What follows belongs to an exercise in optimizing a design on an open flow for small area and a short achievable clock period; a production flow would make more cautious choices.
The RTL was checked by simulation tests, not by an equivalence proof against the original design.
Power figures rest on the tool's default switching activity, not on a simulated workload.

==> flow/design.v <==
module alu (input [7:0] b, a,
            input [2:0] op,
            output reg [7:0] y);
wire       sub = op[0];
wire [7:0] bx  = b ^ {8{sub}};
wire [7:0] sum = a + bx + {7'b0, sub};
wire [7:0] rsn = (|b[7:3]) ? 8'b0 : (a >> b[2:0]);
always @*
begin
    case (op)
        3'd0: y = a | b;
        3'd1: y = a & b;
        3'd2: y = ~a;
        3'd3: y = a ^ b;
        3'd4, 3'd5: y = sum;
        3'd6: y = b;
        default: y = rsn;
    endcase
end
endmodule
module pc (input clk, reset, jump, freeze,
           input [7:0] jmpaddr,
           output reg [7:0] data);
always @(posedge clk)
begin
    if (reset)
        data <= 8'b0;
    else if (jump)
        data <= jmpaddr;
    else if (!freeze)
        data <= data + 8'd1;
end
endmodule
module regfile (input clk, reset, we,
                input [1:0] wsel, rsel1, rsel2,
                input [7:0] wdata,
                output [7:0] read1, read2, v1, v2);
reg [7:0] r0, r1, r2, r3;
wire [7:0] d = reset ? 8'b0 : wdata;
always @(posedge clk)
begin
    if (reset || (we && wsel == 2'd0)) r0 <= d;
    if (reset || (we && wsel == 2'd1)) r1 <= d;
    if (reset || (we && wsel == 2'd2)) r2 <= d;
    if (reset || (we && wsel == 2'd3)) r3 <= d;
end
function [7:0] sel4(input [1:0] s, input [7:0] x0, x1, x2, x3);
    case (s)
        2'd0: sel4 = x0;
        2'd1: sel4 = x1;
        2'd2: sel4 = x2;
        default: sel4 = x3;
    endcase
endfunction
assign read1 = sel4(rsel1, r0, r1, r2, r3);
assign read2 = sel4(rsel2, r0, r1, r2, r3);
assign v1    = reset ? 8'b0 : r0;
assign v2    = reset ? 8'b0 : r1;
endmodule
module control (input clk, reset, interrupt,
                input [7:0] datamem_data, datamem_address, usermem_data_in,
                input [7:0] read1, read2, alu_out,
                output [1:0] rsel1, rsel2, wsel,
                output we,
                output [7:0] wdata,
                output reg [7:0] usermem_address, usermem_data_out, pc_jmpaddr,
                output reg rw,
                output pc_jump, pc_freeze);
localparam S0   = 3'd0;   
localparam S1   = 3'd1;   
localparam S2J  = 3'd2;   
localparam S2S  = 3'd3;   
localparam S3   = 3'd4;   
localparam S4   = 3'd5;   
localparam S56  = 3'd6;   
reg [2:0] stage;
reg [7:0] sp;
reg [7:0] regdata;           
reg [3:0] ins;               
wire [7:0] dd = datamem_data;
wire [3:0] hi = dd[7:4];
wire s0  = (stage == S0);
wire s1  = (stage == S1);
wire s4  = (stage == S4);
wire s56 = (stage == S56);
wire run = !interrupt && !reset;
wire rst = !interrupt && reset;   
wire eq  = (read1 == read2);
wire op_alu  = !dd[7];
wire op_jmp  = (hi == 4'h9);
wire op_call = (hi == 4'ha);
wire op_b    = (hi == 4'hb);
wire op_rts  = op_b && dd[3:0] == 4'h0;
wire op_stsp = op_b && dd[3:0] == 4'h1;
wire op_pop  = op_b && dd[3:0] == 4'h2;
wire op_ldsp = op_b && dd[3:0] == 4'h4;
wire op_push = op_b && dd[3:0] == 4'h8;
wire op_ieq  = (hi == 4'hc);
wire op_ine  = (hi == 4'hd);
wire op_two  = dd[7] && !dd[4] && !dd[5] && !dd[6] || (hi == 4'he) || (hi == 4'hf);
wire ins_ld  = (ins[3:2] == 2'b00);
wire ins_st  = (ins[3:2] == 2'b10);
wire ins_lum = (ins[3:2] == 2'b11);
assign rsel1 = dd[3:2];
assign rsel2 = dd[1:0];
assign wsel  = s1 ? ins[1:0] : dd[1:0];
assign pc_jump   = (stage == S2J) || s4;
assign pc_freeze = s56;
assign we    = !interrupt && ((s0 && (op_alu || op_stsp)) || (s1 && !ins_st));
assign wdata = s1 ? (ins_ld ? dd : regdata) : (dd[7] ? sp : alu_out);
wire       sp_dec = dd[4] && !dd[3];         
wire [7:0] sp_pm  = sp + {{7{sp_dec}}, 1'b1};
always @(posedge clk)
begin
    ins <= {dd[5:4], dd[1:0]};
    if (!interrupt && s0)
        usermem_data_out <= (!dd[6] && !dd[4]) ? datamem_address : read1;
    if (interrupt || reset || (s0 && (op_jmp || op_call)) || s4)
        pc_jmpaddr <= interrupt ? 8'hfd : reset ? 8'h00 : s4 ? usermem_data_in : read2;
    if (rst || (run && ((s0 && (op_alu || op_stsp)) || (s1 && ins_ld) || s56)))
        regdata <= reset ? 8'h00 : s56 ? usermem_data_in : wdata;
    if (rst || (run && s0 && (op_call || op_rts || op_pop || op_push || op_ldsp)))
        sp <= reset ? 8'h00 : op_ldsp ? read1 : sp_pm;
    if (rst || (run && ((s0 && (op_call || op_rts || op_pop || op_push)) || (s1 && !ins_ld))))
        usermem_address <= reset ? 8'h00 : s1 ? dd : op_push ? sp_pm : sp;
    if (!interrupt)
        rw <= !reset && ((s0 && (op_call || op_push)) || (s1 && ins_st));
    if (interrupt || reset)
        stage <= S2J;
    else
        case (stage)
        S0:
            if (op_jmp || op_call)                stage <= S2J;
            else if (op_rts)                      stage <= S4;
            else if (op_pop)                      stage <= S56;
            else if ((op_ieq && eq) || (op_ine && !eq)) stage <= S3;
            else if (op_two)                      stage <= S1;
            else                                  stage <= S0;
        S1:  stage <= ins_lum ? S56 : S0;
        S3:  stage <= (hi <= 4'hd) ? S0 : S2S;
        S4:  stage <= S2J;
        default: stage <= S0;     
        endcase
end
endmodule
module cpu(input clk, reset, interrupt,
           input [7:0] datamem_data, usermem_data_in,
           output [7:0] datamem_address, usermem_address, usermem_data_out,
           output rw,
           output [7:0] v1, v2);
    wire [1:0] rsel1, rsel2, wsel;
    wire [7:0] pc_jumpaddr, wdata, read1, read2, alu_out;
    wire we, pc_jump, pc_freeze;
    pc pc0(clk, reset, pc_jump, pc_freeze, pc_jumpaddr, datamem_address);
    regfile reg0(clk, reset, we, wsel, rsel1, rsel2, wdata, read1, read2, v1, v2);
    alu alu0(read1, read2, datamem_data[6:4], alu_out);
    control cntrl0(clk, reset, interrupt, datamem_data, datamem_address, usermem_data_in,
                   read1, read2, alu_out, rsel1, rsel2, wsel, we, wdata,
                   usermem_address, usermem_data_out, pc_jumpaddr, rw, pc_jump, pc_freeze);
endmodule
==> flow/run.sh <==
#!/bin/bash
# synth_recipe.tcl (not shown) runs the flow's synth.tcl, then flattens the netlist and writes it again
# the make line also repeats each setting of config.mk as NAME=value (left out here)
make -C /OpenROAD-flow-scripts/flow DESIGN_CONFIG=/design/flow/config.mk WORK_HOME=/design/flow/orfs CLKGATE_MAP_FILE= SYNTH_SCRIPT=/design/flow/synth_recipe.tcl finish
==> flow/config.mk <==
export PLATFORM = sky130hd
export DESIGN_NAME = cpu
export DESIGN_NICKNAME = cpu
export VERILOG_FILES = /design/flow/design.v
export SDC_FILE = /design/flow/constraint.sdc
export NUM_CORES = 4
export LEC_CHECK = 0
export CAP_MARGIN = 20
export CORE_MARGIN = 2
export CORE_UTILIZATION = 40
export SETUP_SLACK_MARGIN = 5.0
export SLEW_MARGIN = 20
==> flow/constraint.sdc <==
create_clock -name core_clock -period 8.5 [get_ports {clk}]
set_input_delay 1.7000 -clock core_clock [delete_from_list [all_inputs] [get_ports {clk}]]
set_output_delay 1.7000 -clock core_clock [all_outputs]
set_load 0.01 [all_outputs]
==> results by group, run 1 <==
Drt
  • Met1 wire length: about 9000 um
  • Starting DRT DRC Count: between 500 and 600
  • Drt wl/cell: around 23 um
  • DR vias: just under 6,000
  • Pre-antenna DRT Iters: 5
  • Remaining antenna violation count: 0
  • DRC viols: 0
  • Vias/cell: 6.043
  • WL met2: about 11,000 um
  • Final wirelength: roughly 23,000 um
  • Routed length on met3: ~1800 um
  • Top sig layer: met4

Timing
  • Max Slew Vio Count: 0
  • Fin. Hold Viols: 0
  • Slew margin rel.: 0.3142
  • Post-route minimum period: roughly 4 ns
  • Final Skew: between 0.005 and 0.006 ns
  • Worst Max-Slew Pin Slew: around 1.0 ns
  • Final setup viols: 0
  • Setup TNS: 0 ns
  • Hold Slack: roughly 0.55 ns
  • Max Freq: about 0.25 GHz
  • Final Cycle Share: 0.4727
  • RSZ-0062 raised after global routing: yes

Floorplanning
  • Placeable Area: between 0.015 and 0.02 mm^2
  • Die area: approximately 0.017 mm^2
  • Die Span X: roughly 130 um
  • Number of top-level pins: 60
  • Rows: 45
  • Initial Util: 0.4132
  • Die height: 129.8 um

Setup path
  • Worst EP required: 8.58 ns
  • Top cell by count, worst path: o311a_1
  • R2R setup slack: roughly 5.5 ns
  • Worst Setup Start Kind: input pin
  • Endpoint class of the critical path: register
  • Max incr delay on CP: around 0.56 ns
  • Crit-path leading delay family: compound AO/OA/AOI/OAI gates
  • Worst endpoint data arrival time: around 4 ns
  • WS Path Type: in -> reg
  • CP max FO: 5
  • CP max-delay cell: mux4_2
  • Buf/Inv on CP: 2
  • CP Cell Sequence: buf_16 -> mux4_2 -> xnor2_2 -> inv_1 -> fa_2 -> o22ai_2 -> a21oi_2 -> o311a_1 -> o31ai_2 -> o311a_1

Global route
  • Vias in the first global route: roughly 5,700
  • Total Routing Usage GR: 0.2778
  • Initial antenna violation count: 0
  • Total grt overflow: 0
  • Wire length of the first global-routing pass: approximately 35,000 um
  • Largest net degree at the start of global routing: 45

CTS
  • CTS buffer count: 9
  • TritonCTS clock tree: done
  • Root buf cell: clkbuf_16
  • CTS sink cnt: 88
  • Clk pin slew, worst setup/hold paths: approximately 0.060 ns
  • Clock buffer depth: 2
  • Worst skew pair latency: 0.35 ns
  • H-tree lvl count: 3

Synth
  • Synth cell types: 66
  • Ys async rst share: 0
  • Synth Area per Inst: 9.690 um^2
  • Largest area contributor in the netlist: edfxtp_1
  • Top_reg_cell synth: edfxtp_1
  • Post-synthesis register bit count: 88
  • Top cells by count, synth: edfxtp_1 (73), nand2_1 (53), o21ai_0 (53)
  • Largest cells by area after synthesis: edfxtp_1 (35%), ha_1 (5.7%), mux2i_1 (4.9%)
  • Post-Syn Nets: 703
  • EDFF count, synth: 73
  • YS warnings: 4
  • Post-synthesis sequential area ratio: 0.3939
  • Yosys top cell area share: 0.3465
  • Post-Syn Area: around 0.0063 mm^2
  • Cells after Synth: ~650
  • Count leader, synth: edfxtp_1

Worst hold path
  • HP Class: reg -> reg

Power
  • Pwr per Cell Area: around 160 mW/mm^2
  • Max VDD drop: around 0.00011 V
  • Lkg Pwr: 3.404 nW

Placed design
  • Cells after DPL: around 880
  • Final GP Congestion: 0.9369
  • Post-DP HPWL: between 10,000 and 15,000 um
  • Port bufs: about 60

Run
  • Max Cap Viol: 0

Finish
  • FILL cells: between 1,000 and 1,500
  • Area grow syn2layout: 40.26%
  • Antenna cells: 0
  • Finished Layout Cells: roughly 970
  • Share of cells above drive strength 1: 0.3179
  • Nets: 800
  • Layout Utilization: 0.5795

Status
  • Outcome: finished clean
==> registers in the layout, summed over array words and instances, names as in the netlist, 8 cells and up <==
register                 cells
reg0.r1                      8
cntrl0.usermem_data_out      8
cntrl0.usermem_address       8
pc0.data                     8
cntrl0.regdata               8
cntrl0.sp                    8
reg0.r0                      8
cntrl0.pc_jmpaddr            8
reg0.r3                      8
reg0.r2                      8
==> area by class of cell <==
type	count	area (um^2)	area share
clock buffer	9	225.2	0.02538
clock inverter	7	47.55	0.005357
multi-input combinational	490	4180	0.4710
tap	211	264.0	0.02975
sequential	88	2492	0.2808
timing repair buffer	133	1550	0.1747
inverter	28	115.1	0.01297
==> logic make-up (layout without fill, tap and decap cells) <==
family	after synthesis	after routing	synth area share
compound gates	172	172	0.1724
xor+xnor	19	19	0.02630
fa+ha+maj	31	31	0.06367
buf+inv	75	177	0.04983
flops	88	88	0.3939
mux	51	51	0.1190
simple gates	217	217	0.1748
==> power by group <==
part	internal (mW)	switching, mW	leakage (nW)
sequential	0.507	0.0234	0.848
combinational	0.258	0.283	2.42
clock	0.198	0.173	0.133
total	0.963	0.479	3.40
==> timing repair <==
action / CTS / global route
pin swaps: 37 / 31
endpoints found under the setup margin: 156 / 116
buffers inserted: 41 / 16
resized for setup: 196 / 36
hold buffers: 0 / 0
cloned: 7 / 2
==> layout by cell type, fill, tap and decap left out, types with 10 or more instances in the layout <==
cell type        count
edfxtp_1            73
buf_4               49
nand2_1             47
nor2_1              43
o21ai_0             42
clkdlybuf4s50_1     35
mux2i_1             31
a21oi_1             29
inv_1               23
buf_6               23
ha_1                19
mux4_2              17
nand3_1             17
nor2b_4             16
dfxtp_1             15
xnor2_1             14
a211oi_1            13
nand2b_1            11
a21oi_2             11
nor3_1              11
buf_12              11
clkbuf_16           10
==> worst register-to-register path, cell delays in order, from the launching register on <==
cell and delay [ns]:
edfxtp_1 0.43, mux4_2 0.55, xnor2_2 0.20, inv_1 0.08, fa_2 0.54, o22ai_2 0.08
a21oi_2 0.13, o311a_1 0.23, o31ai_2 0.09, o311a_1 0.39
==> per-layer routing <==
metal | GRT usage | vias up
li1 | - | 2636
met1 | 0.3690 | 2825
met2 | 0.4561 | 309
met3 | 0.04633 | 68
met4 | 0.1088 | 0
met5 | 0 | -
==> path summary, 6_finish.rpt <==
check | start | endpoint | depth (start not counted)
worst max-delay path | datamem_data[2] | reg0.r0[1] | 10
worst min-delay path | pc0.data[7] | pc0.data[7] | 2
worst max register to register | reg0.r0[1] | reg0.r0[1] | 9
worst min register to register | pc0.data[7] | pc0.data[7] | 2
==> metrics by stage <==
stage                     instance area (um^2)  setup WS (ns)  power, mW
after floorplan                           6756          4.082     0.8237
after global placement                    7333          2.868     0.9346
after detailed placement                  7333          2.799     0.9396
after CTS                                 8576          4.512      1.411
after global routing                      8875          4.396      1.507
final                                     8875          4.482      1.442
==> inputs of run 2 (changes only) <==
--- a/flow/config.mk
+++ b/flow/config.mk
@@ -8,5 +8,5 @@
 export CAP_MARGIN = 20
 export CORE_MARGIN = 2
 export CORE_UTILIZATION = 40
-export SETUP_SLACK_MARGIN = 5.0
+export SETUP_SLACK_MARGIN = 4.0
 export SLEW_MARGIN = 20
==> run 2 against run 1 <==
  * Still clean on timing, DRC and antenna
  * Critical path depth shrank 6
  * Worst hold slack better by 0.011 ns
  * Clock power rose by 5%
  * Via count down 4.7%
  * Register-to-register slack lost 0.18 ns
  * Design area fell by 15%
  * Cell count decreased by 5.3%
  * Clock skew rose by 0.0019 ns
  * Critical path type is now in -> out
==> results by group, run 2 <==
Status
  • Outcome: finished clean

Power
  • Total chip power: 1.317 mW
  • Max VDD drop: roughly 0.00014 V
  • Lkg Pwr: approximately 2.9 nW
  • Pwr per Cell Area: between 150 and 200 mW/mm^2

Setup path
  • Worst endpoint data arrival time: ~2.8 ns
  • Endpoint class of the critical path: primary output
  • CP max FO: 63
  • WS Path Type: in -> out
  • Worst EP required: 6.80 ns
  • Worst Setup Start Kind: input pin

Drt
  • Starting DRT DRC Count: a little over 600
  • Drt wl/cell: 23.00 um
  • DR vias: around 5,600
  • Vias/cell: just over 6
  • Final wirelength: around 21,000 um
  • Pre-antenna DRT Iters: 5
  • DRC viols: 0
  • Remaining antenna violation count: 0

Floorplanning
  • Placeable Area: approximately 0.015 mm^2
  • Rows: 45
  • Die height: approximately 130 um
  • Number of top-level pins: 60
  • Die Span X: 129.8 um
  • Die area: around 0.017 mm^2
  • Initial Util: 0.4132

Timing
  • Max Slew Vio Count: 0
  • Max Freq: 0.2235 GHz
  • Setup TNS: 0 ns
  • Fin. Hold Viols: 0
  • Slew margin rel.: 0.3063
  • Hold Slack: roughly 0.56 ns
  • Post-route minimum period: 4.475 ns
  • Final Cycle Share: 0.5265
  • Setup ws final: 4.025 ns
  • Final Skew: roughly 0.0078 ns
  • Final setup viols: 0
  • RSZ-0062 raised after global routing: no
  • Worst Max-Slew Pin Slew: slightly above 1 ns

Synth
  • Ys async rst share: 0
  • EDFF count, synth: 73
  • Synth cell types: 66
  • Post-Syn Nets: approximately 700
  • Post-synthesis sequential area ratio: 0.3939
  • Post-Syn Area: 0.006327 mm^2
  • Largest cells by area after synthesis: edfxtp_1 (35%), ha_1 (5.7%), mux2i_1 (4.9%)
  • Largest area contributor in the netlist: edfxtp_1
  • Cells after Synth: ~650
  • Yosys top cell area share: 0.3465
  • YS warnings: 4
  • Synth Area per Inst: between 9 and 10 um^2
  • Count leader, synth: edfxtp_1
  • Post-synthesis register bit count: between 80 and 90
  • Top_reg_cell synth: edfxtp_1
  • Top cells by count, synth: edfxtp_1 (73), nand2_1 (53), o21ai_0 (53)

Finish
  • Nets: ~750
  • FILL cells: 1,441
  • Share of cells above drive strength 1: 0.1236
  • Final Cell Area: approximately 0.0075 mm^2
  • Commonest non-fill, non-tap cell in the layout: edfxtp_1
  • Area grow syn2layout: 19.08%
  • Finished Layout Cells: slightly above 900
  • Layout Utilization: 0.4920
  • Antenna cells: 0
  • Most frequent cells in the layout: edfxtp_1 (73), nand2_1 (53), o21ai_0 (52)

Global route
  • Wire length of the first global-routing pass: ~32,000 um
  • Total grt overflow: 0
  • Largest net degree at the start of global routing: between 60 and 70
  • Initial antenna violation count: 0
  • Total Routing Usage GR: 0.2546
  • Vias in the first global route: ~5,300

Placed design
  • Final GP Congestion: just over 0.9
  • Port bufs: 59
  • Pre-CTS setup slack: between 2 and 3 ns
  • Post-DP HPWL: roughly 15,000 um
  • Cells after DPL: just under 900
  • Area of placed instances: 0.007049 mm^2

CTS
  • Root buf cell: clkbuf_16
  • H-tree lvl count: 3
  • Worst skew pair latency: approximately 0.36 ns
  • Clk pin slew, worst setup/hold paths: approximately 0.060 ns
  • CTS buffer count: 9
  • CTS sink cnt: 88
  • Clock buffer depth: 2
  • TritonCTS clock tree: done

Run
  • Max Cap Viol: 0

Worst hold path
  • HP Class: reg -> reg
run 2: changes by cell type in the layout (fill, tap and decap cells not counted), sizes merged:
cell | before | now
buf | 92 | 27
dlygate4sd2 | 2 | 0
clkdlybuf4s50 | 35 | 49
bufbuf | 3 | 0
inv | 29 | 31
dlymetal6s2s | 0 | 5
clkinv | 5 | 3
run 2: path summary, 6_finish.rpt:
path	startpoint	endpoint	slack (ns)	depth (start not counted)
max reg2reg	reg0.r0[2]	reg0.r3[7]	5.35	10
min	pc0.data[7]	pc0.data[7]	0.56	2
max	reset	v1[2]	4.02	4
min reg2reg	pc0.data[7]	pc0.data[7]	0.56	2
run 2: power breakdown:
| part | internal, mW | switching, mW |
|---|---|---|
| Clock | 0.204 | 0.186 |
| Sequential | 0.507 | 0.0228 |
| Combinational | 0.166 | 0.232 |
| Total | 0.876 | 0.441 |
run 2: routing by layer:
| metal | routed length, um | GRT usage | vias up | part of all wire |
|---|---|---|---|---|
| li1 | - | - | 2527 | - |
| met1 | 9088 | 0.3627 | 2703 | 0.43 |
| met2 | 9538 | 0.3865 | 295 | 0.45 |
| met3 | 1792 | 0.05330 | 36 | 0.085 |
| met4 | 626 | 0.08855 | 0 | 0.030 |
| met5 | 0 | 0 | - | 0 |
run 2: worst max-delay path, stage by stage:
cell             delay, ns
buf_2                 0.11
buf_12                0.19
nor2b_1               0.17
clkdlybuf4s50_1       0.56
run 2: layout make-up:
cell class,count,area [um^2],share of cell area
clock buffer,9,225.2,0.02989
clock inverter,7,63.81,0.008469
inverter,28,107.6,0.01428
multi-input combinational,490,3567,0.4734
sequential,88,2492,0.3308
tap,211,264.0,0.03504
timing repair buffer,82,814.5,0.1081
run 2: cell families after synthesis:
group	count (synthesis)	share of synthesized area
and+or+nand+nor	217	0.1748
AOI/OAI and AO/OA	172	0.1724
DFF	88	0.3939
buffers and inverters	75	0.04983
muxes	51	0.1190
adders and majority gates	31	0.06367
xor gates and xnor gates	19	0.02630
run 2: timing repair:
item,4_1_cts,5_1_grt
gates cloned,0,1
setup endpoints to repair,78,43
pin swaps,1,3
resized for setup,25,16
hold buffers,0,0
setup buffers,5,8
==> inputs of run 3 (changes only) <==
--- a/flow/config.mk
+++ b/flow/config.mk
@@ -8,5 +8,5 @@
 export CAP_MARGIN = 20
 export CORE_MARGIN = 2
 export CORE_UTILIZATION = 40
-export SETUP_SLACK_MARGIN = 4.0
+export SETUP_SLACK_MARGIN = 4.4
 export SLEW_MARGIN = 20
==> run 3 against run 2 <==
  * Synthesized cell count unchanged
  * Critical endpoint is now cntrl0.regdata[5]
  * Critical path type is now in -> reg
  * Largest cell class unchanged
  * Global-route usage is 0.28 points higher
  * Combinational power increased by about 20%
  * Power grew 4.3%
  * Still clean on timing, DRC and antenna
  * Core utilization is 3.2 points higher
  * First-iteration DRC count decreased by 2.6%
  * Register-to-register slack improved by 0.10 ns
==> results by group, run 3 <==
Synth
  • Largest area contributor in the netlist: edfxtp_1
  • Top cells by count, synth: edfxtp_1 (73), nand2_1 (53), o21ai_0 (53)
  • Largest cells by area after synthesis: edfxtp_1 (35%), ha_1 (5.7%), mux2i_1 (4.9%)
  • Post-Syn Area: 0.006327 mm^2
  • Synth cell types: 66
  • YS warnings: 4
  • Count leader, synth: edfxtp_1
  • Post-synthesis register bit count: 88
  • Post-Syn Nets: between 700 and 800
  • Post-synthesis sequential area ratio: 0.3939
  • Synth Area per Inst: about 9.7 um^2
  • Ys async rst share: 0
  • Cells after Synth: between 600 and 700
  • Top_reg_cell synth: edfxtp_1
  • Yosys top cell area share: 0.3465
  • EDFF count, synth: 73

Drt
  • Pre-antenna DRT Iters: 5
  • Final wirelength: 21,260 um
  • DR vias: between 5,000 and 6,000
  • Vias/cell: 6.092
  • Remaining antenna violation count: 0
  • Starting DRT DRC Count: around 600
  • Drt wl/cell: ~23 um
  • DRC viols: 0

Finish
  • FILL cells: about 1,400
  • Share of cells above drive strength 1: 0.2273
  • Antenna cells: 0
  • Area grow syn2layout: 26.91%
  • Register Area: roughly 0.0025 mm^2
  • Most frequent cells in the layout: edfxtp_1 (73), o21ai_0 (50), nand2_1 (48)
  • Finished Layout Cells: around 940
  • Commonest non-fill, non-tap cell in the layout: edfxtp_1
  • Area of the multi-input gates: a little under 0.004 mm^2
  • Final Cell Area: 0.008030 mm^2
  • Nets: approximately 770

Floorplanning
  • Rows: 45
  • Placeable Area: between 0.015 and 0.02 mm^2
  • Initial Util: 0.4132
  • Number of top-level pins: 60
  • Die area: ~0.017 mm^2
  • Die Span X: 129.8 um
  • Die height: between 100 and 150 um

Timing
  • Setup TNS: 0 ns
  • Worst Max-Slew Pin Slew: between 0.9 and 1 ns
  • Fin. Hold Viols: 0
  • Final setup viols: 0
  • Max Slew Vio Count: 0
  • Final Cycle Share: 0.4905
  • Post-route minimum period: about 4.2 ns
  • Final Skew: between 0.01 and 0.015 ns
  • Slew margin rel.: 0.3531
  • RSZ-0062 raised after global routing: yes
  • Max Freq: between 0.2 and 0.25 GHz

Setup path
  • CP max-delay cell: mux4_2
  • Max incr delay on CP: 0.57 ns
  • R2R setup slack: around 5.5 ns
  • Worst R2R Start: reg0.r1[1]
  • Worst flop-to-flop path endpoint: reg0.r1[1]
  • Reg2Reg Depth: 9
  • Top cell by count, worst path: nand3_1
  • Worst endpoint data arrival time: ~4.3 ns
  • WS Path Type: in -> reg
  • Worst Setup Start Kind: input pin
  • Endpoint class of the critical path: register
  • CP Cell Sequence: buf_16 -> buf_8 -> buf_6 -> mux4_2 -> buf_4 -> ha_1 -> nand2b_1 -> a32oi_1 -> o211ai_1 -> a211oi_1 -> nand3_1 -> nand3_1 -> a21oi_1
  • Worst EP required: 8.60 ns
  • CP max FO: 6

CTS
  • Worst skew pair latency: about 0.35 ns
  • Clk pin slew, worst setup/hold paths: 0.06 ns
  • Root buf cell: clkbuf_16
  • CTS sink cnt: a little under 90
  • TritonCTS clock tree: done
  • H-tree lvl count: 3
  • Clock buffer depth: 2
  • CTS buffer count: 9

Global route
  • Vias in the first global route: roughly 5,500
  • Initial antenna violation count: 0
  • Total grt overflow: 0
  • Total Routing Usage GR: 0.2574
  • Largest net degree at the start of global routing: 34
  • Wire length of the first global-routing pass: 32,400 um

Placed design
  • Post-DP HPWL: 14,270 um
  • Port bufs: between 50 and 60
  • Area of placed instances: just over 0.007 mm^2
  • Cells after DPL: roughly 880
  • Final GP Congestion: 0.9486

Power
  • Pwr per Cell Area: approximately 170 mW/mm^2
  • Lkg Pwr: approximately 3.1 nW
  • Max VDD drop: 0.0001216 V

Run
  • Max Cap Viol: 0

Worst hold path
  • HP Class: reg -> reg
  • Hold EP: pc0.data[7]
  • Hold path cells: 2
  • Hold Path Origin: pc0.data[7]

Status
  • Outcome: finished clean
==> run 3: cell types whose count changed in the layout (fill, tap and decap cells not counted), moves of 5 or more <==
cell             change
clkdlybuf4s50_1     -12
nand2_1              -5
ha_1                 -5
nor2b_1              -7
ha_4                 +5
buf_2                +5
dlymetal6s2s_1       -5
clkbuf_2             +6
buf_4               +15
==> run 3: worst max-delay path, delay by kind of cell <==
kind | cells | cell delay [ns]
mux | 1 | 0.57
compound gates | 4 | 0.77
fa+ha+maj | 1 | 0.18
simple gates | 3 | 0.53
buf+inv | 4 | 0.49
==> run 3: what timing repair did <==
action                     CTS  global route
cloned                       3             0
pin swaps                    4            22
setup buffers               12            23
hold buffers                 0             0
resized for setup           92            59
setup endpoints to repair  123            97
==> run 3: final cells by class <==
class | count | share of cell area
Inverter | 28 | 0.01340
Clock buffer | 14 | 0.03163
Tap cell | 211 | 0.03288
Clock inverter | 1 | 0.0009349
Timing Repair Buffer | 105 | 0.1295
Multi-Input combinational cell | 490 | 0.4813
Sequential cell | 88 | 0.3104
==> run 3: through the flow <==
step                worst slack (ns)  hold slack (ns)  power (mW)  utilization
detailed placement             2.860           0.5505      0.9226       0.4658
global placement               2.907           0.5470      0.9182       0.4658
global route                   4.300           0.5904       1.432       0.5243
floorplan                      4.081           0.5230      0.8047            -
CTS                            4.392           0.5608       1.310       0.5017
finish                         4.330           0.5489       1.373       0.5243
==> run 3: worst max-delay path by stage <==
stage / cells past startpoint / from / to / slack [ns]
after CTS: 4 / reset / v1[3] / 4.39
after floorplan: 12 / datamem_data[2] / reg0.r0[1] / 4.08
after detailed placement: 9 / datamem_data[2] / reg0.r2[1] / 2.86
final: 13 / datamem_data[2] / cntrl0.regdata[5] / 4.33
after global placement: 9 / datamem_data[2] / reg0.r0[1] / 2.91
after global routing: 14 / datamem_data[2] / cntrl0.regdata[5] / 4.30
==> run 3: cell families after synthesis <==
group / Yosys count / share of synthesized area
flip-flops: 88 / 0.3939
AO/OA/AOI/OAI: 172 / 0.1724
buffers and inverters: 75 / 0.04983
AND/OR/NAND/NOR: 217 / 0.1748
multiplexers: 51 / 0.1190
adder cells (fa/ha/maj): 31 / 0.06367
XOR/XNOR: 19 / 0.02630
==> run 3: power by group <==
group | internal (mW) | switching (mW)
combinational | 0.218 | 0.261
sequential | 0.507 | 0.0226
clock | 0.205 | 0.159
total | 0.930 | 0.443
==> run 3: per-layer routing <==
layer	track usage	up-vias	wire, um
li1	-	2575	-
met1	0.3390	2779	8657
met2	0.4139	293	9973
met3	0.05535	61	1761
met4	0.1063	0	862
met5	0	-	0
==> inputs of run 4 (changes only) <==
--- a/flow/config.mk
+++ b/flow/config.mk
@@ -7,6 +7,6 @@
 export LEC_CHECK = 0
 export CAP_MARGIN = 20
 export CORE_MARGIN = 2
-export CORE_UTILIZATION = 40
-export SETUP_SLACK_MARGIN = 4.4
+export CORE_UTILIZATION = 65
+export SETUP_SLACK_MARGIN = 4.0
 export SLEW_MARGIN = 20
==> run 4 against run 3 <==
  * Still clean
  * Worst setup slack lost 0.31 ns
  * Critical path depth shrank 9
  * Worst hold slack gained 0.0016 ns
  * Clock power is 19% lower
  * Die area down 37%
  * Flip-flop and latch count unchanged
  * Wire length is 11% lower
  * Largest cell class unchanged
  * Largest power group unchanged
==> results by group, run 4 <==
Status
  • Outcome: finished clean

Setup path
  • Worst Setup Start Kind: input pin
  • CP max FO: 63
  • Worst endpoint data arrival time: approximately 2.8 ns
  • WS Path Type: in -> out
  • Endpoint class of the critical path: primary output
  • Worst EP required: 6.80 ns

Timing
  • Final Cycle Share: 0.5271
  • Post-route minimum period: approximately 4.5 ns
  • Max Slew Vio Count: 0
  • Slew margin rel.: 0.3268
  • Final Skew: roughly 0.015 ns
  • Worst Max-Slew Pin Slew: ~1 ns
  • Setup ws final: ~4 ns
  • RSZ-0062 raised after global routing: yes
  • Final setup viols: 0
  • Max Freq: approximately 0.22 GHz
  • Hold Slack: around 0.55 ns
  • Fin. Hold Viols: 0
  • Setup TNS: 0 ns

Synth
  • Yosys top cell area share: 0.3465
  • Largest area contributor in the netlist: edfxtp_1
  • Ys async rst share: 0
  • Top cells by count, synth: edfxtp_1 (73), nand2_1 (53), o21ai_0 (53)
  • Post-Syn Area: ~0.0063 mm^2
  • Cells after Synth: about 650
  • Count leader, synth: edfxtp_1
  • Largest cells by area after synthesis: edfxtp_1 (35%), ha_1 (5.7%), mux2i_1 (4.9%)
  • YS warnings: 4
  • Post-synthesis register bit count: slightly below 90
  • Post-Syn Nets: between 700 and 800
  • Top_reg_cell synth: edfxtp_1
  • Synth cell types: between 60 and 70
  • EDFF count, synth: 73
  • Post-synthesis sequential area ratio: 0.3939
  • Synth Area per Inst: 9.690 um^2

Drt
  • Met1 wire length: between 7000 and 8000 um
  • Top sig layer: met4
  • DR vias: ~5,700
  • Starting DRT DRC Count: 744
  • Vias/cell: ~6.9
  • Pre-antenna DRT Iters: 5
  • Routed length on met3: approximately 2100 um
  • DRC viols: 0
  • Final wirelength: about 19,000 um
  • Remaining antenna violation count: 0
  • Drt wl/cell: approximately 23 um
  • WL met2: ~9000 um

CTS
  • H-tree lvl count: 3
  • CTS sink cnt: 88
  • Clock buffer depth: 2
  • CTS buffer count: 9
  • TritonCTS clock tree: done
  • Clk pin slew, worst setup/hold paths: approximately 0.090 ns
  • Worst skew pair latency: roughly 0.37 ns
  • Root buf cell: clkbuf_8

Placed design
  • Post-DP HPWL: 13,590 um
  • Pre-CTS setup slack: between 2 and 3 ns
  • Final GP Congestion: 1.044
  • Area of placed instances: between 0.006 and 0.007 mm^2
  • Port bufs: between 50 and 60
  • Cells after DPL: about 800

Finish
  • Nets: 737
  • Most frequent cells in the layout: edfxtp_1 (73), nand2_1 (53), o21ai_0 (52)
  • Share of cells above drive strength 1: 0.1040
  • Layout Utilization: 0.7520
  • Area grow syn2layout: 14.02%
  • Antenna cells: 0
  • Final Cell Area: a little over 0.007 mm^2
  • FILL cells: about 700
  • Finished Layout Cells: 825
  • Commonest non-fill, non-tap cell in the layout: edfxtp_1

Global route
  • Total grt overflow: 0
  • Initial antenna violation count: 0
  • Total Routing Usage GR: 0.3658
  • Vias in the first global route: 5,202
  • Largest net degree at the start of global routing: 64
  • Wire length of the first global-routing pass: between 20,000 and 30,000 um

Power
  • Total chip power: roughly 1.2 mW
  • Pwr per Cell Area: ~170 mW/mm^2
  • Max VDD drop: ~0.00013 V
  • Lkg Pwr: between 2 and 3 nW

Run
  • Max Cap Viol: 0

Floorplanning
  • Die Span X: ~100 um
  • Number of top-level pins: 60
  • Rows: 36
  • Initial Util: 0.6595
  • Die area: 0.01054 mm^2
  • Die height: ~100 um
  • Placeable Area: ~0.0096 mm^2

Worst hold path
  • HP Class: reg -> reg
-- run 4: cell types whose count changed in the layout (fill, tap and decap cells not counted), moves of 6 or more --
cell	before	now
ha_1	23	29
buf_2	8	1
clkbuf_16	9	0
nor2b_1	17	25
clkdlybuf4s50_1	37	50
buf_4	35	9
clkbuf_8	1	9
-- run 4: cell type report --
| class | instances | area, um^2 | area share |
|---|---|---|---|
| clock buffers | 10 | 127.6 | 0.01769 |
| clock inverters | 6 | 66.31 | 0.009192 |
| inverters | 28 | 105.1 | 0.01457 |
| multi-input cells | 490 | 3566 | 0.4943 |
| flip-flops and latches | 88 | 2492 | 0.3455 |
| well taps | 133 | 166.4 | 0.02307 |
| repair buffers | 70 | 690.7 | 0.09573 |
-- run 4: power by group --
| part | internal (mW) | total [mW] | switching [mW] |
|---|---|---|---|
| Combinational | 0.157 | 0.380 | 0.223 |
| Clock | 0.137 | 0.295 | 0.158 |
| Sequential | 0.507 | 0.529 | 0.0229 |
| Total | 0.801 | 1.21 | 0.404 |
-- run 4: cells by family (layout without fill, tap and decap cells) --
| family | Yosys count | count (layout) | share of synthesized area |
|---|---|---|---|
| simple gates | 217 | 217 | 0.1748 |
| compound gates | 172 | 172 | 0.1724 |
| flops | 88 | 88 | 0.3939 |
| buf+inv | 75 | 114 | 0.04983 |
| mux | 51 | 51 | 0.1190 |
| fa+ha+maj | 31 | 31 | 0.06367 |
| xor+xnor | 19 | 19 | 0.02630 |
-- run 4: path summary, 6_finish.rpt --
| path | endpoint | startpoint | slack [ns] | depth (start not counted) |
|---|---|---|---|---|
| min reg2reg | pc0.data[7] | pc0.data[7] | 0.55 | 2 |
| max reg2reg | cntrl0.regdata[1] | reg0.r1[0] | 5.39 | 9 |
| min | pc0.data[7] | pc0.data[7] | 0.55 | 2 |
| max | v2[5] | reset | 4.02 | 4 |
-- run 4: metal layers --
layer | global-route usage | vias up
li1 | - | 2493
met1 | 0.4907 | 2704
met2 | 0.5857 | 431
met3 | 0.07119 | 58
met4 | 0.1508 | 0
met5 | 0 | -
-- run 4: worst max-delay path, stage by stage --
cell,delay [ns]
buf_2,0.12
buf_12,0.19
nor2b_1,0.16
clkdlybuf4s50_1,0.57
-- run 4: timing repair --
item,CTS,global route
hold buffers,0,0
hold endpoints to repair,0,0
setup endpoints to repair,73,61
pin swaps,0,0
buffers inserted,4,1
gates resized for setup,20,12
gates cloned,0,0
==> inputs of run 5 (changes only) <==
--- a/flow/config.mk
+++ b/flow/config.mk
@@ -5,6 +5,7 @@
 export SDC_FILE = /design/flow/constraint.sdc
 export NUM_CORES = 4
 export LEC_CHECK = 0
+export ABC_AREA = 1
 export CAP_MARGIN = 20
 export CORE_MARGIN = 2
 export CORE_UTILIZATION = 65
==> run 5 against run 4 <==
  * Worst hold slack better by 0.0041 ns
  * Synthesized cell count grew 28%
  * Worst setup slack improved by 0.059 ns
  * Design area up 2.4%
  * Via count increased by 16%
  * Core utilization grew 1.8 points
  * Clock skew shrank 0.0016 ns
  * Combinational power decreased by 6.6%
  * Largest power group unchanged
  * Highest routed layer unchanged
==> results by group, run 5 <==
Synth
  • Yosys top cell area share: 0.3461
  • Synth cell types: 48
  • EDFF count, synth: 73
  • Ys async rst share: 0
  • Post-Syn Nets: just under 900
  • Count leader, synth: nand2_1
  • Top_reg_cell synth: edfxtp_1
  • Post-synthesis sequential area ratio: 0.3935
  • Cells after Synth: around 830
  • Synth Area per Inst: around 7.6 um^2
  • YS warnings: 4
  • Largest cells by area after synthesis: edfxtp_1 (35%), nand2_1 (9.8%), o21ai_0 (6.9%)
  • Largest area contributor in the netlist: edfxtp_1
  • Top cells by count, synth: nand2_1 (165), inv_1 (111), o21ai_0 (87)
  • Post-Syn Area: approximately 0.0063 mm^2
  • Post-synthesis register bit count: around 90

Finish
  • Area grow syn2layout: 16.65%
  • FILL cells: between 600 and 700
  • Most frequent cells in the layout: nand2_1 (165), inv_1 (107), o21ai_0 (84)
  • Commonest non-fill, non-tap cell in the layout: nand2_1
  • Nets: between 900 and 1,000
  • Antenna cells: 0
  • Share of cells above drive strength 1: 0.1231

Drt
  • Remaining antenna violation count: 0
  • Vias/cell: 6.387
  • Pre-antenna DRT Iters: 13
  • DRC viols: 0
  • Drt wl/cell: around 20 um
  • Final wirelength: a little over 20,000 um
  • Starting DRT DRC Count: a little under 800
  • DR vias: 6,611

Placed design
  • Final GP Congestion: between 1 and 1.5
  • Port bufs: 59
  • Pre-CTS setup slack: roughly 2.6 ns
  • Post-DP HPWL: ~15,000 um

Timing
  • Slew margin rel.: 0.4060
  • Fin. Hold Viols: 0
  • Post-route minimum period: around 4.4 ns
  • Worst Max-Slew Pin Slew: roughly 0.9 ns
  • Final setup viols: 0
  • RSZ-0062 raised after global routing: no
  • Final Skew: ~0.014 ns
  • Max Freq: 0.2262 GHz
  • Max Slew Vio Count: 0
  • Setup TNS: 0 ns
  • Setup ws final: approximately 4 ns
  • Final Cycle Share: 0.5202

CTS
  • CTS sink cnt: between 80 and 90
  • H-tree lvl count: 3
  • TritonCTS clock tree: done
  • Clock buffer depth: 2
  • Root buf cell: clkbuf_8
  • Clk pin slew, worst setup/hold paths: approximately 0.1 ns
  • CTS buffer count: 9
  • Worst skew pair latency: 0.39 ns

Setup path
  • Worst EP required: 8.68 ns
  • Worst endpoint data arrival time: ~4.6 ns
  • CP max FO: 14
  • Worst R2R Start: reg0.r2[1]
  • R2R setup slack: about 5.4 ns
  • WS Path Type: in -> reg
  • Reg2Reg Depth: 20
  • Worst flop-to-flop path endpoint: cntrl0.regdata[6]
  • Worst Setup Start Kind: input pin
  • Endpoint class of the critical path: register

Floorplanning
  • Die height: ~100 um
  • Placeable Area: around 0.0096 mm^2
  • Die area: roughly 0.011 mm^2
  • Die Span X: 102.7 um
  • Rows: 36
  • Initial Util: 0.6601
  • Number of top-level pins: 60

Global route
  • Wire length of the first global-routing pass: ~31,000 um
  • Total grt overflow: 0
  • Total Routing Usage GR: 0.3958
  • Initial antenna violation count: 0
  • Largest net degree at the start of global routing: 49
  • Vias in the first global route: ~5,900

Status
  • Outcome: finished clean

Power
  • Pwr per Cell Area: about 160 mW/mm^2
  • Total chip power: roughly 1.2 mW
  • Max VDD drop: 0.0001042 V
  • Lkg Pwr: approximately 3.3 nW

Worst hold path
  • HP Class: reg -> reg
  • Hold Path Origin: cntrl0.pc_jmpaddr[6]
  • Hold EP: pc0.data[6]
  • Hold path cells: 2

Run
  • Max Cap Viol: 0
[run 5: cell type report]
type,count,area (um^2),share of cell area
multi-input combinational,592,3292,0.4456
clock buffer,9,123.9,0.01677
inverter,124,471.7,0.06384
timing repair buffer,82,754.5,0.1021
clock inverter,7,87.58,0.01185
sequential,88,2492,0.3373
tap,133,166.4,0.02252
[run 5: repair_timing]
item	4_1_cts	5_1_grt
hold buffers	0	0
pin swaps	2	6
resized for setup	30	26
endpoints found under the setup margin	75	55
setup buffers	8	11
[run 5: through the flow]
stage / hold WS, ns / instance area (um^2) / std cells / utilization
after floorplan: 0.4836 / 6334 / 833 / -
after global placement: 0.4957 / 6947 / 1000 / 0.7240
after detailed placement: 0.5253 / 6947 / 1000 / 0.7240
after CTS: 0.5420 / 7248 / 1024 / 0.7555
after global routing: 0.5818 / 7388 / 1035 / 0.7701
final: 0.5547 / 7388 / 1035 / 0.7701
[run 5: per-layer routing]
layer	global-route usage	part of all wire	wire length [um]	up-vias
li1	-	-	-	2919
met1	0.5094	0.37	7669	3044
met2	0.6194	0.45	9339	523
met3	0.08881	0.11	2346	125
met4	0.2215	0.069	1433	0
met5	0	0	0	-
[run 5: critical path: stages]
cell and delay, ns:
buf_6 0.15, inv_2 0.07, nor2_4 0.19, buf_4 0.16, nand2_1 0.04, nand3_1 0.08
nand2_1 0.26, xor2_1 0.24, ha_1 0.35, nand2_1 0.16, nor2_1 0.08, nand3_1 0.09
nand2_1 0.08, a21oi_1 0.16, o21ai_0 0.16, nand3_1 0.11, nand2_1 0.15, a21oi_2 0.34
[run 5: cell families (layout without fill, tap and decap cells)]
kind of cell	Yosys count	in the layout	share of synthesized area
simple gates	338	338	0.2380
compound gates	206	206	0.1808
buf+inv	153	222	0.1006
flops	88	88	0.3935
fa+ha+maj	31	31	0.06361
xor+xnor	17	17	0.02351
[run 5: power breakdown]
group / leakage [nW] / internal, mW / switching (mW) / total, mW
clock: 0.0996 / 0.141 / 0.180 / 0.321
combinational: 2.32 / 0.124 / 0.231 / 0.355
sequential: 0.848 / 0.505 / 0.0232 / 0.528
total: 3.26 / 0.770 / 0.434 / 1.20
[run 5: worst max-delay path by stage]
stage	from	end	cells after the start
floorplan	datamem_data[2]	cntrl0.regdata[6]	22
global placement	datamem_data[3]	cntrl0.regdata[6]	22
detailed placement	datamem_data[2]	reg0.r0[6]	20
CTS	datamem_data[2]	reg0.r0[6]	21
global route	datamem_data[2]	cntrl0.regdata[6]	23
finish	datamem_data[2]	reg0.r2[5]	18
==> inputs of run 6 (changes only) <==
==> flow/config.mk (replaced) <==
export PLATFORM = sky130hd
export DESIGN_NAME = cpu
export DESIGN_NICKNAME = cpu
export VERILOG_FILES = /design/flow/design.v
export SDC_FILE = /design/flow/constraint.sdc
export NUM_CORES = 4
export LEC_CHECK = 0
export CAP_MARGIN = 20
export CORE_MARGIN = 2
export CORE_UTILIZATION = 40
export SLEW_MARGIN = 20
==> run 6 against run 5 <==
  * Critical path type unchanged
  * Combinational power up 4%
  * Worst setup slack lost 1.3 ns
  * Design area down 1.1%
  * Critical endpoint is now reg0.r1[6]
  * Power rose by 7.3%
  * Clock power is 23% higher
  * Worst hold slack worse by 0.017 ns
  * Via count is 18% lower
  * Non-clock buffer count decreased by 16
  * Clock-buffer cell count is 3 higher
  * Die area is 60% higher
  * Sequential share of layout area grew 0.38 points
  * Synthesized cell count decreased by 22%
==> results by group, run 6 <==
Floorplanning
  • Placeable Area: roughly 0.015 mm^2
  • Die area: between 0.015 and 0.02 mm^2
  • Number of top-level pins: 60
  • Initial Util: 0.4132
  • Die height: between 100 and 150 um
  • Rows: 45
  • Die Span X: between 100 and 150 um

Status
  • Outcome: finished clean

CTS
  • Root buf cell: clkbuf_16
  • Post-CTS sizing: 0
  • Clk pin slew, worst setup/hold paths: 0.07 ns
  • TritonCTS clock tree: done
  • CTS sink cnt: between 80 and 90
  • Postcts setup bufs: 0
  • CTS buffer count: 9
  • Worst skew pair latency: 0.35 ns
  • Clock buffer depth: 2
  • H-tree lvl count: 3
  • CTS Hold Bufs: 0

Setup path
  • Endpoint class of the critical path: register
  • Worst endpoint data arrival time: between 5 and 6 ns
  • Reg2Reg Depth: 11
  • WS Path Type: in -> reg
  • Worst EP required: roughly 8.6 ns
  • Worst Setup Start Kind: input pin
  • Worst flop-to-flop path endpoint: reg0.r1[6]
  • R2R setup slack: between 4 and 5 ns
  • Worst R2R Start: reg0.r1[1]
  • CP max FO: 14

Global route
  • Initial antenna violation count: 0
  • Vias in the first global route: between 5,000 and 6,000
  • Wire length of the first global-routing pass: a little over 30,000 um
  • Total grt overflow: 0
  • Largest net degree at the start of global routing: 64
  • Total Routing Usage GR: 0.2495

Worst hold path
  • Hold Path Origin: pc0.data[7]
  • Hold path cells: 2
  • Hold EP: pc0.data[7]
  • HP Class: reg -> reg

Timing
  • Max Slew Vio Count: 0
  • Final setup viols: 0
  • Max Freq: ~0.18 GHz
  • Final Skew: roughly 0.0089 ns
  • Worst Max-Slew Pin Slew: 1.158 ns
  • Final Cycle Share: 0.6683
  • Fin. Hold Viols: 0
  • RSZ-0062 raised after global routing: no
  • Slew margin rel.: 0.2249
  • Setup TNS: 0 ns
  • Post-route minimum period: 5.680 ns

Synth
  • Post-synthesis register bit count: just under 90
  • Post-Syn Area: about 0.0063 mm^2
  • EDFF count, synth: 73
  • Synth Area per Inst: around 9.7 um^2
  • Post-synthesis sequential area ratio: 0.3939
  • Count leader, synth: edfxtp_1
  • Main combinational cell family by area after synthesis: simple AND/OR/NAND/NOR gates
  • Largest cells by area after synthesis: edfxtp_1 (35%), ha_1 (5.7%), mux2i_1 (4.9%)
  • Post-synthesis compound-gate area fraction: 0.1724
  • YS warnings: 4
  • Top_reg_cell synth: edfxtp_1
  • Synth cell types: between 60 and 70
  • Largest area contributor in the netlist: edfxtp_1
  • Synth Area in Simple Gates: 0.1748
  • Post-synthesis mux area share: 0.1190
  • Top cells by count, synth: edfxtp_1 (73), nand2_1 (53), o21ai_0 (53)
  • Ys async rst share: 0
  • Post-Syn Nets: between 700 and 800
  • Adder-Cell Fraction of Synth Area: 0.06367
  • Yosys top cell area share: 0.3465
  • XOR/XNOR share of the synthesized area: 0.02630
  • Cells after Synth: 653

Power
  • Max VDD drop: 0.0001079 V
  • Lkg Pwr: around 2.7 nW
  • Total chip power: approximately 1.3 mW
  • Pwr per Cell Area: approximately 180 mW/mm^2

Finish
  • Layout Utilization: 0.4770
  • Antenna cells: 0
  • Share of cells above drive strength 1: 0.07994
  • Nets: about 730
  • FILL cells: about 1,400
  • Commonest non-fill, non-tap cell in the layout: edfxtp_1
  • Most frequent cells in the layout: edfxtp_1 (73), clkdlybuf4s50_1 (57), nand2_1 (53)
  • Area grow syn2layout: 15.46%

Drt
  • Starting DRT DRC Count: between 600 and 700
  • Vias/cell: between 6 and 7
  • DRC viols: 0
  • Drt wl/cell: between 20 and 25 um
  • Final wirelength: approximately 20,000 um
  • Remaining antenna violation count: 0
  • Pre-antenna DRT Iters: 7
  • DR vias: between 5,000 and 6,000

Placed design
  • Post-DP HPWL: 14,440 um
  • Port bufs: 59
  • Final GP Congestion: between 0.9 and 1

Run
  • Max Cap Viol: 0
-- run 6: cell types whose count changed in the layout (fill, tap and decap cells not counted), moves of 15 or more --
cell and change:
nor2b_1 +25, a211oi_1 +16, nand2_1 -112, nand2b_1 +15
nand2_2 -15, buf_4 -17, nand3_1 -39, mux2i_1 +31
a21oi_1 -25, inv_1 -81, o21ai_0 -32
-- run 6: kinds of logic after synthesis --
logic type	count (synthesis)
DFF	88
and+or+nand+nor	217
adders and majority gates	31
buffers and inverters	75
xor gates and xnor gates	19
muxes	51
AOI/OAI and AO/OA	172
-- run 6: worst max path at each step --
stage	startpoint	end	slack (ns)	depth (start not counted)
3_5_place_dp	datamem_data[2]	reg0.r3[6]	2.51	12
6_report	datamem_data[2]	reg0.r1[6]	2.82	12
3_3_place_gp	datamem_data[2]	reg0.r0[6]	2.61	12
2_1_floorplan	datamem_data[2]	reg0.r0[6]	3.72	14
4_1_cts	datamem_data[2]	reg0.r1[6]	2.87	12
5_1_grt	datamem_data[2]	reg0.r1[6]	2.54	12
-- run 6: layer usage --
| layer | vias to the layer above | share of wire | routed length [um] | track usage |
|---|---|---|---|---|
| met5 | - | 0 | 0 | 0 |
| met4 | 0 | 0.017 | 338 | 0.06641 |
| met3 | 23 | 0.078 | 1598 | 0.04674 |
| met2 | 268 | 0.45 | 9236 | 0.3834 |
| met1 | 2641 | 0.45 | 9257 | 0.3636 |
| li1 | 2495 | - | - | - |
-- run 6: cell type report --
class | instances | area (um^2) | share of cell area
Multi-Input combinational cell | 490 | 3528 | 0.4830
Sequential cell | 88 | 2492 | 0.3412
Timing Repair Buffer | 66 | 633.1 | 0.08666
Tap cell | 211 | 264.0 | 0.03614
Clock buffer | 12 | 257.7 | 0.03528
Inverter | 28 | 105.1 | 0.01439
Clock inverter | 4 | 25.02 | 0.003425
-- run 6: worst max-delay path, cell delays in order --
cell and delay (ns):
clkdlybuf4s50_1 0.99, mux4_1 0.95, xnor2_1 0.31, inv_1 0.11, fa_1 0.46, nand2b_1 0.19, a21oi_1 0.18, o22ai_1 0.12
xnor2_1 0.13, a211oi_1 0.24, o22a_1 0.24, nor2_1 0.10
-- run 6: where the power goes --
group	internal (mW)	total [mW]	switching (mW)
Clock	0.217	0.395	0.178
Combinational	0.150	0.368	0.218
Sequential	0.507	0.530	0.0227
Total	0.874	1.29	0.418
-- run 6: per-stage QoR --
step	setup slack (ns)	hold WS [ns]	instances	area (um^2)
after detailed placement	2.508	0.5276	883	7024
after floorplan	3.722	0.5230	653	6327
after global routing	2.543	0.5885	899	7306
after global placement	2.606	0.5103	883	7024
after CTS	2.875	0.5400	899	7307
final	2.820	0.5375	899	7306
==> inputs of run 7 (changes only) <==
==> flow/flow/run.sh (new file) <==
#!/bin/bash
# The standard layout (the standard.sh, unchanged synthesis), with the
# port buffers inserted as plain buf cells instead of the default delay
# buffer cell. ORFS writes each step's full log under orfs/logs; the make
# output goes to layout.log here.
set -euo pipefail
bash standard.sh "BUFFER_PORTS_ARGS=-buffer_cell sky130_fd_sc_hd__buf_2" finish > layout.log 2>&1
==> flow/standard.sh (new file) <==
#!/bin/bash
# synth_recipe.tcl (not shown) runs the flow's synth.tcl, then flattens the netlist and writes it again
# the make line also repeats each setting of config.mk as NAME=value (left out here)
make -C /OpenROAD-flow-scripts/flow DESIGN_CONFIG=/design/flow/config.mk WORK_HOME=/design/flow/orfs CLKGATE_MAP_FILE= SYNTH_SCRIPT=/design/flow/synth_recipe.tcl "${@:-finish}"
--- a/flow/config.mk
+++ b/flow/config.mk
@@ -8,4 +8,5 @@
 export CAP_MARGIN = 20
 export CORE_MARGIN = 2
 export CORE_UTILIZATION = 40
+export SETUP_SLACK_MARGIN = 4.0
 export SLEW_MARGIN = 20
removed: flow/run.sh
==> run 7 against run 6 <==
  * Largest power group unchanged
  * Worst setup slack better by 1.3 ns
  * Cell count rose by 0.22%
  * Core utilization down 1.5 points
  * Area after synthesis is the same
  * Worst hold slack worse by 0.0072 ns
  * Clock skew down 0.0011 ns
  * Die area unchanged
  * First-iteration DRC count fell by 8.7%
  * Wire length shrank 3.0%
  * Sequential share of layout area increased by 1.1 points
  * Clock-buffer cell count is 2 lower
==> results by group, run 7 <==
Global route
  • Total Routing Usage GR: 0.2390
  • Total grt overflow: 0
  • Largest net degree at the start of global routing: 48
  • GRT met2 Usage: 0.3690
  • Initial antenna violation count: 0
  • Met1 usage: 0.3415
  • Vias in the first global route: slightly above 5,000
  • Grt met3 use: 0.04100
  • GRT Max-Usage Layer: met2
  • Wire length of the first global-routing pass: between 20,000 and 30,000 um

Setup path
  • WS Path Type: in -> reg
  • CP max FO: 29
  • R2R setup slack: roughly 5.4 ns
  • Worst Setup Start Kind: input pin
  • Worst endpoint data arrival time: 4.33 ns
  • Endpoint class of the critical path: register
  • Worst flop-to-flop path endpoint: cntrl0.regdata[2]
  • Worst R2R Start: reg0.r0[1]
  • Worst EP required: 8.49 ns
  • Reg2Reg Depth: 10

Placed design
  • Final GP Congestion: just under 1
  • Post-DP HPWL: 14,510 um
  • Area of placed instances: between 0.006 and 0.007 mm^2
  • Port bufs: just under 60
  • Pre-CTS setup slack: 3.495 ns

Power
  • Switching power: 0.4285 mW
  • Lkg Pwr: roughly 2.8 nW
  • Flop pwr share: 0.412
  • Pwr per Cell Area: around 180 mW/mm^2
  • Max VDD drop: about 0.00012 V
  • Internal: 0.8528 mW
  • Clk pwr share: 0.304
  • Combinational share of power: 0.283
  • Switching share of power: 0.3344

Finish
  • Final Cell Area: slightly above 0.007 mm^2
  • Commonest non-fill, non-tap cell in the layout: edfxtp_1
  • Nets: between 700 and 800
  • FILL cells: about 1,500
  • Most frequent cells in the layout: edfxtp_1 (73), buf_2 (57), nand2_1 (53)
  • Share of cells above drive strength 1: 0.1812
  • Area grow syn2layout: 11.86%
  • Antenna cells: 0

Timing
  • Post-route minimum period: 4.339 ns
  • RSZ-0062 raised after global routing: no
  • Max Freq: approximately 0.23 GHz
  • Fin. Hold Viols: 0
  • Slew margin rel.: 0.2910
  • Setup TNS: 0 ns
  • Final Cycle Share: 0.5105
  • Final setup viols: 0
  • Final Skew: between 0.007 and 0.008 ns
  • Max Slew Vio Count: 0
  • Setup ws final: approximately 4.2 ns
  • Worst Max-Slew Pin Slew: ~1.1 ns

CTS
  • CTS sink cnt: 88
  • Worst skew pair latency: ~0.35 ns
  • H-tree lvl count: 3
  • Clk pin slew, worst setup/hold paths: around 0.07 ns
  • CTS buffer count: 9
  • TritonCTS clock tree: done
  • Root buf cell: clkbuf_16
  • Clock buffer depth: 2

Synth
  • EDFF count, synth: 73
  • Yosys top cell area share: 0.3465
  • Synth cell types: 66
  • Post-Syn Nets: roughly 700
  • Top_reg_cell synth: edfxtp_1
  • Post-synthesis register bit count: 88
  • Largest area contributor in the netlist: edfxtp_1
  • Count leader, synth: edfxtp_1
  • Top cells by count, synth: edfxtp_1 (73), nand2_1 (53), o21ai_0 (53)
  • Largest cells by area after synthesis: edfxtp_1 (35%), ha_1 (5.7%), mux2i_1 (4.9%)
  • Cells after Synth: between 600 and 700
  • YS warnings: 4
  • Post-Syn Area: 0.006327 mm^2
  • Ys async rst share: 0
  • Synth Area per Inst: roughly 9.7 um^2
  • Post-synthesis sequential area ratio: 0.3939

Floorplanning
  • Initial Util: 0.4132
  • Die Span X: 129.8 um
  • Rows: 45
  • Number of top-level pins: 60
  • Placeable Area: roughly 0.015 mm^2
  • Die area: between 0.015 and 0.02 mm^2
  • Die height: 129.8 um

Drt
  • Remaining antenna violation count: 0
  • DR vias: ~5,500
  • Drt wl/cell: 22.00 um
  • DRC viols: 0
  • Starting DRT DRC Count: 556
  • Final wirelength: roughly 20,000 um
  • Pre-antenna DRT Iters: 5
  • Vias/cell: slightly above 6

Worst hold path
  • Hold Path Origin: pc0.data[7]
  • HP Class: reg -> reg
  • Hold EP: pc0.data[7]
  • Hold path cells: 2

Run
  • Max Cap Viol: 0

Status
  • Outcome: finished clean
## run 7: cell counts after synthesis
No cell type changed its count.
## run 7: timing repair
item,CTS,global route
hold buffers,0,0
setup endpoints to repair,30,36
buffers inserted,3,0
hold endpoints to repair,0,0
gates resized for setup,1,6
## run 7: final cells by class
type                            count  area [um^2]  share of cell area
Multi-Input combinational cell    490         3561              0.5031
Tap cell                          211        264.0             0.03730
Clock buffer                       10        229.0             0.03235
Sequential cell                    88         2492              0.3521
Clock inverter                      6        58.81            0.008308
Inverter                           28        105.1             0.01485
Timing Repair Buffer               68        367.9             0.05197
## run 7: layer usage
layer	part of all wire	up-vias
met5	0	-
met4	0.024	0
met3	0.090	30
met2	0.45	300
met1	0.44	2637
li1	-	2499
## run 7: power groups by stage
stage	registers [mW]	logic, mW	clock network, mW
floorplan	0.531	0.259	0
global placement	0.536	0.346	0
detailed placement	0.537	0.352	0
CTS	0.528	0.357	0.395
global route	0.531	0.394	0.411
finish	0.528	0.363	0.390
## run 7: kinds of logic (layout without fill, tap and decap cells)
logic type                 Yosys count  after routing  synth area share
and+or+nand+nor                    217            217            0.1748
AOI/OAI and AO/OA                  172            172            0.1724
DFF                                 88             88            0.3939
buffers and inverters               75            112           0.04983
muxes                               51             51            0.1190
adders and majority gates           31             31           0.06367
xor gates and xnor gates            19             19           0.02630
## run 7: critical path, stage by stage
cell	delay [ns]
buf_2	0.08
buf_4	0.32
nand2_1	0.23
nor4_1	0.36
nand3b_1	0.51
o21ai_0	0.34
nand2b_1	0.15
a21oi_1	0.12
a21oi_2	0.49
## run 7: worst max-delay path by stage
stage / startpoint / end / slack, ns / cells after the start
after floorplan: datamem_data[2] / reg0.r0[7] / 4.01 / 13
after global placement: datamem_data[2] / reg0.r2[2] / 3.63 / 10
after detailed placement: datamem_data[2] / cntrl0.regdata[2] / 3.50 / 10
after CTS: datamem_data[0] / reg0.r2[1] / 4.00 / 9
after global routing: datamem_data[4] / cntrl0.sp[3] / 4.00 / 9
final: datamem_data[4] / cntrl0.sp[3] / 4.16 / 9
## run 7: through the flow
step | cells | util | hold slack [ns] | power (mW)
after floorplan | 653 | - | 0.5230 | 0.7896
after global placement | 882 | 0.4404 | 0.5043 | 0.8822
after detailed placement | 882 | 0.4404 | 0.5129 | 0.8888
after CTS | 901 | 0.4609 | 0.5268 | 1.280
after global routing | 901 | 0.4622 | 0.5943 | 1.337
final | 901 | 0.4622 | 0.5303 | 1.281
==> inputs of run 8 (changes only) <==
--- a/flow/config.mk
+++ b/flow/config.mk
@@ -8,5 +8,5 @@
 export CAP_MARGIN = 20
 export CORE_MARGIN = 2
 export CORE_UTILIZATION = 40
-export SETUP_SLACK_MARGIN = 4.0
+export SETUP_SLACK_MARGIN = 4.4
 export SLEW_MARGIN = 20
==> run 8 against run 7 <==
  * Sequential share of layout area is 1.7 points lower
  * Non-clock buffer count grew 19
  * Via count rose by 3.0%
  * Worst setup slack improved by 0.20 ns
  * Synthesized cell count did not move
  * Critical path depth is 3 higher
  * Area after synthesis is the same
  * Sequential power about the same
  * Core utilization grew 2.4 points
  * Clock skew increased by 0.0028 ns
==> results by group, run 8 <==
Setup path
  • Crit-path leading delay family: compound AO/OA/AOI/OAI gates
  • WS Path Type: in -> reg
  • Worst endpoint data arrival time: ~4.2 ns
  • Worst EP required: approximately 8.6 ns
  • CP Cell Sequence: buf_16 -> mux4_2 -> xnor2_2 -> buf_4 -> ha_1 -> a21oi_4 -> a21o_1 -> a21oi_2 -> a311oi_2 -> xnor2_1 -> a211oi_2 -> a21oi_1
  • Worst flop-to-flop path endpoint: cntrl0.regdata[7]
  • R2R setup slack: 5.42 ns
  • Worst Setup Start Kind: input pin
  • CP max-delay cell: mux4_2
  • CP max FO: 6
  • Reg2Reg Depth: 11
  • Endpoint class of the critical path: register
  • Worst R2R Start: reg0.r1[1]
  • Buf/Inv on CP: 2
  • Max incr delay on CP: a little under 0.6 ns

Finish
  • Register Area: 0.002492 mm^2
  • Nets: around 750
  • Share of cells above drive strength 1: 0.2426
  • Commonest non-fill, non-tap cell in the layout: edfxtp_1
  • Most frequent cells in the layout: edfxtp_1 (73), buf_2 (55), nand2_1 (52)
  • Area grow syn2layout: 17.68%
  • Area of the multi-input gates: between 0.003 and 0.004 mm^2
  • FILL cells: about 1,500
  • Antenna cells: 0

Floorplanning
  • Die area: 0.01684 mm^2
  • Number of top-level pins: 60
  • Placeable Area: around 0.015 mm^2
  • Rows: between 40 and 50
  • Die height: between 100 and 150 um
  • Die Span X: 129.8 um
  • Initial Util: 0.4132

Timing
  • Final setup viols: 0
  • Post-route minimum period: between 4 and 5 ns
  • Slew margin rel.: 0.3226
  • RSZ-0062 raised after global routing: yes
  • Setup TNS: 0 ns
  • Max Slew Vio Count: 0
  • Final Cycle Share: 0.4866
  • Hold Slack: about 0.56 ns
  • Final Skew: 0.01061 ns
  • Fin. Hold Viols: 0
  • Worst Max-Slew Pin Slew: between 1 and 1.5 ns
  • Max Freq: approximately 0.24 GHz

Worst hold path
  • Hold path cells: 2
  • HP Class: reg -> reg
  • Hold EP: pc0.data[1]
  • Hold Path Origin: pc0.data[1]

Drt
  • Routed length on met3: 1763 um
  • Remaining antenna violation count: 0
  • WL met2: roughly 9500 um
  • Top sig layer: met4
  • Vias/cell: 6.120
  • DRC viols: 0
  • Met1 wire length: between 8000 and 9000 um
  • DR vias: around 5,600
  • Drt wl/cell: 22.40 um
  • Pre-antenna DRT Iters: 5
  • Final wirelength: ~21,000 um
  • Starting DRT DRC Count: 531

Power
  • Max VDD drop: roughly 0.00014 V
  • Pwr per Cell Area: roughly 180 mW/mm^2
  • Lkg Pwr: between 2 and 3 nW

Synth
  • Synth cell types: 66
  • Largest cells by area after synthesis: edfxtp_1 (35%), ha_1 (5.7%), mux2i_1 (4.9%)
  • Top_reg_cell synth: edfxtp_1
  • Post-Syn Area: between 0.006 and 0.007 mm^2
  • Post-synthesis register bit count: slightly below 90
  • YS warnings: 4
  • Synth Area per Inst: 9.690 um^2
  • Yosys top cell area share: 0.3465
  • Ys async rst share: 0
  • Post-synthesis sequential area ratio: 0.3939
  • Top cells by count, synth: edfxtp_1 (73), nand2_1 (53), o21ai_0 (53)
  • Count leader, synth: edfxtp_1
  • EDFF count, synth: between 70 and 80
  • Largest area contributor in the netlist: edfxtp_1
  • Post-Syn Nets: between 700 and 800
  • Cells after Synth: between 600 and 700

Status
  • Outcome: finished clean

Run
  • Max Cap Viol: 0

Global route
  • Wire length of the first global-routing pass: around 31,000 um
  • Largest net degree at the start of global routing: 64
  • Total grt overflow: 0
  • Initial antenna violation count: 0
  • Vias in the first global route: around 5,300
  • Total Routing Usage GR: 0.2456

Placed design
  • Post-DP HPWL: between 10,000 and 15,000 um
  • Final GP Congestion: ~1
  • Port bufs: 59

CTS
  • CTS sink cnt: 88
  • H-tree lvl count: 3
  • Root buf cell: clkbuf_16
  • CTS buffer count: 9
  • Clock buffer depth: 2
  • TritonCTS clock tree: done
  • Worst skew pair latency: between 0.3 and 0.4 ns
  • Clk pin slew, worst setup/hold paths: roughly 0.070 ns
[run 8: cell counts after synthesis]
Identical to the previous run, type by type.
[run 8: cell type report]
type	instances	area share
clock buffers	9	0.03025
clock inverters	7	0.007226
inverters	28	0.01412
multi-input cells	490	0.5004
flip-flops and latches	88	0.3347
well taps	211	0.03546
repair buffers	87	0.07780
[run 8: logic make-up after synthesis]
group                    Yosys count  synth area share
XOR/XNOR                          19           0.02630
buffers and inverters             75           0.04983
flip-flops                        88            0.3939
AND/OR/NAND/NOR                  217            0.1748
multiplexers                      51            0.1190
AO/OA/AOI/OAI                    172            0.1724
adder cells (fa/ha/maj)           31           0.06367
[run 8: power by group]
group | total (mW) | switching (mW) | internal, mW
combinational | 0.421 | 0.248 | 0.173
sequential | 0.528 | 0.0216 | 0.507
clock | 0.381 | 0.180 | 0.201
total | 1.33 | 0.450 | 0.881
[run 8: worst register-to-register path: cells and delay by family, from the launching register on]
kind                       cells  cell delay, ns
AOI/OAI and AO/OA              6            1.15
muxes                          1            0.56
DFF                            1            0.43
xor gates and xnor gates       2            0.32
adders and majority gates      1            0.21
buffers and inverters          1            0.15
[run 8: per-layer routing]
| metal | vias up | GRT usage |
|---|---|---|
| met3 | 50 | 0.04797 |
| li1 | 2542 | - |
| met4 | 0 | 0.1025 |
| met5 | - | 0 |
| met1 | 2715 | 0.3264 |
| met2 | 323 | 0.3948 |
[run 8: worst max-delay path by stage]
stage / end / startpoint / slack [ns] / depth (start not counted)
finish: cntrl0.regdata[7] / datamem_data[2] / 4.36 / 12
global route: reg0.r2[1] / datamem_data[2] / 4.28 / 10
global placement: reg0.r0[6] / datamem_data[2] / 3.54 / 11
detailed placement: reg0.r0[6] / datamem_data[2] / 3.48 / 11
floorplan: reg0.r0[1] / datamem_data[2] / 4.08 / 12
CTS: reg0.r2[1] / datamem_data[2] / 4.40 / 10
[run 8: through the flow]
stage                 util  area (um^2)  cells  setup slack, ns  total power, mW
finish              0.4862         7446    920            4.364            1.331
global route        0.4862         7446    920            4.277            1.387
CTS                 0.4730         7244    908            4.402            1.302
detailed placement  0.4453         6820    881            3.483           0.9067
global placement    0.4453         6820    881            3.541           0.9008
floorplan                -         6456    653            4.081           0.8047
[run 8: timing repair]
item                       in CTS  in global routing
pin swaps                       3                 22
hold buffers                    0                  0
setup buffers                  11                 12
gates resized for setup        16                 26
setup endpoints to repair      73                 57

afterwards: timing with drivers on the ports:
In the flow no input, the clock included, has a driving cell. The finished layouts below were timed again as built, in two steps. Step 1 sets driving cells, clkbuf_16 on the clock port and buf_2 on the other inputs (assumed; they add their load-dependent delay and slew). Step 2, shift: input delay + t, output delay - t, t = (earliest + latest rising clock arrival at the registers) / 2. This alone moves slack from input paths to output paths. a / b / c = no drivers / after step 1 / after step 2; a / b = the first two.
run | shift t [ns] | setup slack, ns
run 1 | 0.389 | 4.482 / 4.342 / 3.953
run 2 | 0.395 | 4.025 / 4.005 / 3.798
run 3 | 0.387 | 4.330 / 4.277 / 3.890
run 4 | 0.396 | 4.020 / 4.001 / 3.738
run 5 | 0.417 | 4.079 / 4.072 / 3.655
run 6 | 0.393 | 2.820 / 2.842 / 2.450
run 7 | 0.387 | 4.161 / 4.181 / 3.794
run 8 | 0.384 | 4.364 / 4.318 / 3.934
After both steps every run listed still meets setup and hold.
